What follows belongs to an exercise in optimizing a design on an open flow for small area; a production flow would make more cautious choices.
The RTL was checked by simulation tests, not by an equivalence proof against the original design.
No driver is modelled on the clock port, so clock power and skew are understated where the tree is cut down; a real chip needs a root buffer or a tree.
Power figures rest on the tool's default switching activity, not on a simulated workload.

Design DemoSequentialBreathing, start of the top module:
module DemoSequentialBreathing #(
  parameter IN_CLK_HZ = 400000,
  parameter DEPTH = 6
) (
  input  nreset,
  input  clk,
  output osc_en,
  output led_0,
  output led0_oe,
  output led_1,
  output led1_oe,
  output led_2,
  output led2_oe,
  output led_3,
  output led3_oe,
  output led_4,
  output led4_oe,
  output led_5,
  output led5_oe,
  output led_6,
  output led6_oe,
  output led_7,
  output led7_oe
);
Size: about 140 cells after synthesis, about 25 flip-flops, roughly 0.0013 mm2 of cells after synthesis.
Settings: LEC_CHECK=0, CAP_MARGIN=20, CORE_MARGIN=2, CORE_UTILIZATION=70, CTS_BUF_LIST=sky130_fd_sc_hd__clkbuf_8, PLACE_DENSITY=0.8, SLEW_MARGIN=20; clock period 5.0 ns.
standard.sh (not shown) runs the stock make flow with config.mk's settings and CLKGATE_MAP_FILE= SYNTH_SCRIPT=/design/flow/synth_recipe.tcl, a recipe that flattens the netlist after the stock synthesis.
==> flow/flow/run.sh <==
#!/bin/bash
# Layout flow: the standard flow (standard.sh), with these changes:
#  - synthesis maps the logic with an area-oriented ABC script (flow/area.abc)
#    in place of ORFS's; everything else in synthesis is the standard flow's own script;
#  - the port buffers are sky130_fd_sc_hd__buf_1;
#  - the clock tree is one clkbuf_16 driving all flip-flops (flow/post_cts.tcl),
#    with no dummy load cells.
# Each tool's output goes to a log file in the work folder (ORFS's own
# per-step logs are under orfs/logs).
set -euo pipefail
W=$PWD
{
  echo 'proc abc {args} {'
  echo '  set i [lsearch -exact $args -script]'
  echo "  if {\$i >= 0} { lset args [expr {\$i + 1}] $W/flow/area.abc }"
  echo '  yosys abc {*}$args'
  echo '}'
  cat "$W/synth_recipe.tcl"
} > "$W/area_synth.tcl"
bash "$W/standard.sh" SYNTH_SCRIPT="$W/area_synth.tcl" \
  "BUFFER_PORTS_ARGS=-buffer_cell sky130_fd_sc_hd__buf_1" \
  "CTS_ARGS=-sink_clustering_enable -repair_clock_nets -buf_list sky130_fd_sc_hd__clkbuf_8 -dont_use_dummy_load" \
  POST_CTS_TCL="$W/flow/post_cts.tcl" \
  finish > "$W/flow.log" 2>&1
==> flow/flow/area.abc <==
strash
&get -n
&dch -f
&nf -p -a
&put
topo
==> flow/flow/post_cts.tcl <==
# Runs at the end of ORFS's CTS step (POST_CTS_TCL). The design has only 25
# flip-flops, so one clock buffer can drive them all: move the loads of the
# clock tree's second-level buffers onto the root buffer's net, remove those
# buffers, and size the root buffer to drive all the flip-flops.
set block [ord::get_db_block]
set port_net [[$block findBTerm clk] getNet]
set root ""
foreach it [$port_net getITerms] {
  if {[string match "sky130_fd_sc_hd__clkbuf_*" [[[$it getInst] getMaster] getName]]} {
    set root [$it getInst]
  }
}
if {$root eq ""} { error "post_cts: no root clock buffer" }
set root_net [[$root findITerm X] getNet]
foreach it [$root_net getITerms] {
  set inst [$it getInst]
  if {$inst == $root} continue
  if {![string match "sky130_fd_sc_hd__clkbuf_*" [[$inst getMaster] getName]]} continue
  set leaf_net [[$inst findITerm X] getNet]
  foreach lt [$leaf_net getITerms] {
    if {[$lt getInst] == $inst} continue
    $lt disconnect
    $lt connect $root_net
  }
  puts "post_cts: removing [$inst getName]"
  odb::dbInst_destroy $inst
  odb::dbNet_destroy $leaf_net
}
replace_cell [$root getName] sky130_fd_sc_hd__clkbuf_16
detailed_placement
check_placement -verbose
estimate_parasitics -placement
report_clock_skew
report_worst_slack -min
report_worst_slack -max
The baseline finished clean.
==> next run, changes <==
==> flow/flow/run.sh (replaced) <==
#!/bin/bash
# Layout flow: the standard flow (standard.sh), with two changes:
#  - synthesis maps the logic with an area-oriented ABC script (flow/area.abc)
#    in place of ORFS's; everything else in synthesis is the standard flow's own script;
#  - the port buffers are sky130_fd_sc_hd__buf_1.
# Each tool's output goes to a log file in the work folder.
set -euo pipefail
W=$PWD
{
  echo 'proc abc {args} {'
  echo '  set i [lsearch -exact $args -script]'
  echo "  if {\$i >= 0} { lset args [expr {\$i + 1}] $W/flow/area.abc }"
  echo '  yosys abc {*}$args'
  echo '}'
  cat "$W/synth_recipe.tcl"
} > "$W/area_synth.tcl"
bash "$W/standard.sh" SYNTH_SCRIPT="$W/area_synth.tcl" \
  "BUFFER_PORTS_ARGS=-buffer_cell sky130_fd_sc_hd__buf_1" finish > "$W/flow.log" 2>&1
CORE_UTILIZATION = 40   (was 70)
PLACE_DENSITY = not set   (was 0.8)
removed: flow/flow/post_cts.tcl
What happened:
- final area went up by a few percent
- power went up by roughly a tenth
- synthesized area is unchanged
- via count went down by roughly a tenth
- routed wire length went down by a few percent
- worst setup slack is better by 47 ps
- clock-buffer cell count went up by 2
- hold slack hardly moves
- cell count went up by roughly a tenth

========
## before
DemoSequentialBreathing, a different RTL version from the one above (not shown whole).
For scale: ~25 flip-flops, roughly 1300 um2 of cells after synthesis.
clock: 5.0 ns
lec_check: 0
cap_margin: 20
core_margin: 2
core_utilization: 40
cts_buf_list: sky130_fd_sc_hd__clkbuf_8
slew_margin: 20
==> flow/flow/run.sh <==
#!/bin/bash
# Layout flow: the standard flow (standard.sh), with these changes:
#  - synthesis maps the logic with an area-oriented ABC script (flow/area.abc)
#    in place of ORFS's; everything else in synthesis is the standard flow's own script;
#  - the port buffers are sky130_fd_sc_hd__buf_1;
#  - the clock tree is one clkbuf_16 driving all flip-flops (flow/post_cts.tcl),
#    with no dummy load cells.
# Each tool's output goes to a log file in the work folder (ORFS's own
# per-step logs are under orfs/logs).
set -euo pipefail
W=$PWD
{
  echo 'proc abc {args} {'
  echo '  set i [lsearch -exact $args -script]'
  echo "  if {\$i >= 0} { lset args [expr {\$i + 1}] $W/flow/area.abc }"
  echo '  yosys abc {*}$args'
  echo '}'
  cat "$W/synth_recipe.tcl"
} > "$W/area_synth.tcl"
bash "$W/standard.sh" SYNTH_SCRIPT="$W/area_synth.tcl" \
  "BUFFER_PORTS_ARGS=-buffer_cell sky130_fd_sc_hd__buf_1" \
  "CTS_ARGS=-sink_clustering_enable -repair_clock_nets -buf_list sky130_fd_sc_hd__clkbuf_8 -dont_use_dummy_load" \
  POST_CTS_TCL="$W/flow/post_cts.tcl" \
  finish > "$W/flow.log" 2>&1
==> flow/flow/area.abc <==
strash
dc2
dc2
strash
&get -n
&dch -f
&nf -R 1000
&put
topo
==> flow/flow/post_cts.tcl <==
# Runs at the end of ORFS's CTS step (POST_CTS_TCL). The design has only 25
# flip-flops, so one clock buffer can drive them all: move the loads of the
# clock tree's second-level buffers onto the root buffer's net, remove those
# buffers, and size the root buffer to drive all the flip-flops.
set block [ord::get_db_block]
set port_net [[$block findBTerm clk] getNet]
set root ""
foreach it [$port_net getITerms] {
  if {[string match "sky130_fd_sc_hd__clkbuf_*" [[[$it getInst] getMaster] getName]]} {
    set root [$it getInst]
  }
}
if {$root eq ""} { error "post_cts: no root clock buffer" }
set root_net [[$root findITerm X] getNet]
foreach it [$root_net getITerms] {
  set inst [$it getInst]
  if {$inst == $root} continue
  if {![string match "sky130_fd_sc_hd__clkbuf_*" [[$inst getMaster] getName]]} continue
  set leaf_net [[$inst findITerm X] getNet]
  foreach lt [$leaf_net getITerms] {
    if {[$lt getInst] == $inst} continue
    $lt disconnect
    $lt connect $root_net
  }
  puts "post_cts: removing [$inst getName]"
  odb::dbInst_destroy $inst
  odb::dbNet_destroy $leaf_net
}
replace_cell [$root getName] sky130_fd_sc_hd__clkbuf_16
detailed_placement
check_placement -verbose
estimate_parasitics -placement
report_clock_skew
report_worst_slack -min
report_worst_slack -max
Setup changes, before to after
--- a/flow/flow/run.sh
+++ b/flow/flow/run.sh
@@ -7 +7,2 @@
-#    with no dummy load cells.
+#    with no dummy load cells;
+#  - the constant outputs share one tie cell (SKIP_REPAIR_TIE_FANOUT).
@@ -23,0 +25 @@
+  SKIP_REPAIR_TIE_FANOUT=1 \
Findings:
Relative to before, after degrades final worst slack. Post-layout minimum cycle time | after above before. Compared to before, after has layout-stage area growth over the synthesis result 2.4 points lower.

========
wip/yarrow:
RTL: one of the versions met above, not the one the previous note started from.
Size: about 180 cells after synthesis, ~25 flip-flops, roughly 1400 um2 of cells after synthesis.
export LEC_CHECK = 0
export ABC_AREA = 1
export CAP_MARGIN = 20
export CORE_MARGIN = 2
export CORE_UTILIZATION = 40
export CTS_BUF_LIST = sky130_fd_sc_hd__clkbuf_8
export CTS_CLUSTER_DIAMETER = 200
export CTS_CLUSTER_SIZE = 30
export SLEW_MARGIN = 20
create_clock -name core_clock -period 5.0 [get_ports {clk}]
run.sh (not shown) runs the stock make flow with config.mk's settings and CLKGATE_MAP_FILE= SYNTH_SCRIPT=/design/flow/synth_recipe.tcl, a recipe that flattens the netlist after the stock synthesis.
Stock flow here: none of the scripts above is used.
Relative to wip/yarrow, the following input files were edited for wip/cedar:
Settings: CTS_CLUSTER_SIZE: 30 -> unset; CTS_CLUSTER_DIAMETER: 200 -> unset.
In summary, wip/cedar completed successfully, with a layout that passed the timing, design-rule and antenna checks. Overall power consumption came out exactly the same in wip/yarrow and wip/cedar. For final core utilization, wip/yarrow and wip/cedar come out practically identical. For number of standard cells in the final layout excluding fillers, wip/cedar and wip/yarrow come out practically identical. Looking at wip/yarrow and wip/cedar, the share of power burned in registers is a wash. Per the comparison of wip/cedar with wip/yarrow, count of H-tree levels built during CTS roughly the same; wire length closely matched the old numbers; residual overflow from global routing ~0 delta. The clock-cell share of area was comparable across wip/yarrow and wip/cedar. There was hardly any difference in sequential power between wip/cedar and wip/yarrow.
> inputs changed (wip/cedar -> wip/fjord)
Settings: removing ABC_AREA (formerly 1).
==> flow/flow/run.sh (new file) <==
#!/bin/bash
# Layout flow: the standard flow (standard.sh), with these changes:
#  - synthesis maps the logic with an area-oriented ABC script (flow/area.abc)
#    in place of ORFS's; everything else in synthesis is the standard flow's own script;
#  - the port buffers are sky130_fd_sc_hd__buf_1;
#  - the clock tree is one clkbuf_16 driving all flip-flops (flow/post_cts.tcl),
#    with no dummy load cells.
# Each tool's output goes to a log file in the work folder (ORFS's own
# per-step logs are under orfs/logs).
set -euo pipefail
W=$PWD
{
  echo 'proc abc {args} {'
  echo '  set i [lsearch -exact $args -script]'
  echo "  if {\$i >= 0} { lset args [expr {\$i + 1}] $W/flow/area.abc }"
  echo '  yosys abc {*}$args'
  echo '}'
  cat "$W/synth_recipe.tcl"
} > "$W/area_synth.tcl"
bash "$W/standard.sh" SYNTH_SCRIPT="$W/area_synth.tcl" \
  "BUFFER_PORTS_ARGS=-buffer_cell sky130_fd_sc_hd__buf_1" \
  "CTS_ARGS=-sink_clustering_enable -repair_clock_nets -buf_list sky130_fd_sc_hd__clkbuf_8 -dont_use_dummy_load" \
  POST_CTS_TCL="$W/flow/post_cts.tcl" \
  finish > "$W/flow.log" 2>&1
==> flow/flow/area.abc (new file) <==
strash
&get -n
&dch -f
&nf -p -a
&put
topo
==> flow/flow/post_cts.tcl (new file) <==
# Runs at the end of ORFS's CTS step (POST_CTS_TCL). The design has only 25
# flip-flops, so one clock buffer can drive them all: move the loads of the
# clock tree's second-level buffers onto the root buffer's net, remove those
# buffers, and size the root buffer to drive all the flip-flops.
set block [ord::get_db_block]
set port_net [[$block findBTerm clk] getNet]
set root ""
foreach it [$port_net getITerms] {
  if {[string match "sky130_fd_sc_hd__clkbuf_*" [[[$it getInst] getMaster] getName]]} {
    set root [$it getInst]
  }
}
if {$root eq ""} { error "post_cts: no root clock buffer" }
set root_net [[$root findITerm X] getNet]
foreach it [$root_net getITerms] {
  set inst [$it getInst]
  if {$inst == $root} continue
  if {![string match "sky130_fd_sc_hd__clkbuf_*" [[$inst getMaster] getName]]} continue
  set leaf_net [[$inst findITerm X] getNet]
  foreach lt [$leaf_net getITerms] {
    if {[$lt getInst] == $inst} continue
    $lt disconnect
    $lt connect $root_net
  }
  puts "post_cts: removing [$inst getName]"
  odb::dbInst_destroy $inst
  odb::dbNet_destroy $leaf_net
}
replace_cell [$root getName] sky130_fd_sc_hd__clkbuf_16
detailed_placement
check_placement -verbose
estimate_parasitics -placement
report_clock_skew
report_worst_slack -min
report_worst_slack -max
==> flow/standard.sh (new file) <==
#!/bin/bash
# synth_recipe.tcl (not shown) runs the flow's synth.tcl, then flattens the netlist and writes it again
# the make line also repeats each setting of config.mk as NAME=value (left out here)
make -C /OpenROAD-flow-scripts/flow DESIGN_CONFIG=/design/flow/config.mk WORK_HOME=/design/flow/orfs CLKGATE_MAP_FILE= SYNTH_SCRIPT=/design/flow/synth_recipe.tcl "${@:-finish}"
removed: flow/run.sh
Results
- wip/fjord finished end to end and its layout was clean on timing, DRC and antenna.
- Summary of wip/fjord over wip/cedar: number of search-and-repair iterations in the first detailed-routing pass now larger, hold slack did not really move, fmax fell by about 1%, detailed-route wire length on metal 1 fell by about 15%.
- wip/fjord against wip/cedar; wire length on met2 is down by a little under 10%.
- What wip/fjord reported for routed wire length on met3 has to be multiplied by 0.878 to get the figure for wip/cedar.
- Overall power in wip/fjord vs wip/cedar: down 32 uW

## re-timing with driven ports
No port has a modelled driver above. Below, the same layouts with a new extraction and two added sets of constraints.
Step 1 (the two cells are an assumption about what drives the block):
set clk [get_ports {clk}]
set_driving_cell -lib_cell sky130_fd_sc_hd__clkbuf_16 $clk
set_driving_cell -lib_cell sky130_fd_sc_hd__buf_2 [delete_from_list [all_inputs] $clk]
Step 2 moves the port delays by t, midway between the first and last clock arrival at a register: inputs arrive t later, outputs are due t later. That takes back most of the time a late clock gives input paths.
Slacks: ideal ports / drivers / drivers and shift; pairs: ideal ports / drivers.
run | shift t [ns] | setup slack, ns | slew at the worst register clock pin (ns) | worst slew at a driven data input, ns
the first run of note 1 | 0.185 | 0.243 / 0.243 / 0.243 | 0.10 / 0.10 | 0.03
the second run of note 1 | 0.289 | 0.290 / 0.290 / 0.290 | 0.09 / 0.09 | 0.03
before | 0.183 | 0.538 / 0.538 / 0.538 | 0.09 / 0.09 | 0.03
after | 0.182 | 0.452 / 0.452 / 0.452 | 0.09 / 0.09 | 0.03
wip/yarrow | 0.295 | 0.351 / 0.351 / 0.351 | 0.09 / 0.09 | 0.03
wip/cedar | 0.295 | 0.351 / 0.351 / 0.351 | 0.09 / 0.09 | 0.03
wip/fjord | 0.187 | 0.302 / 0.302 / 0.302 | 0.10 / 0.10 | 0.03
After both steps setup and hold are still met in every run listed.
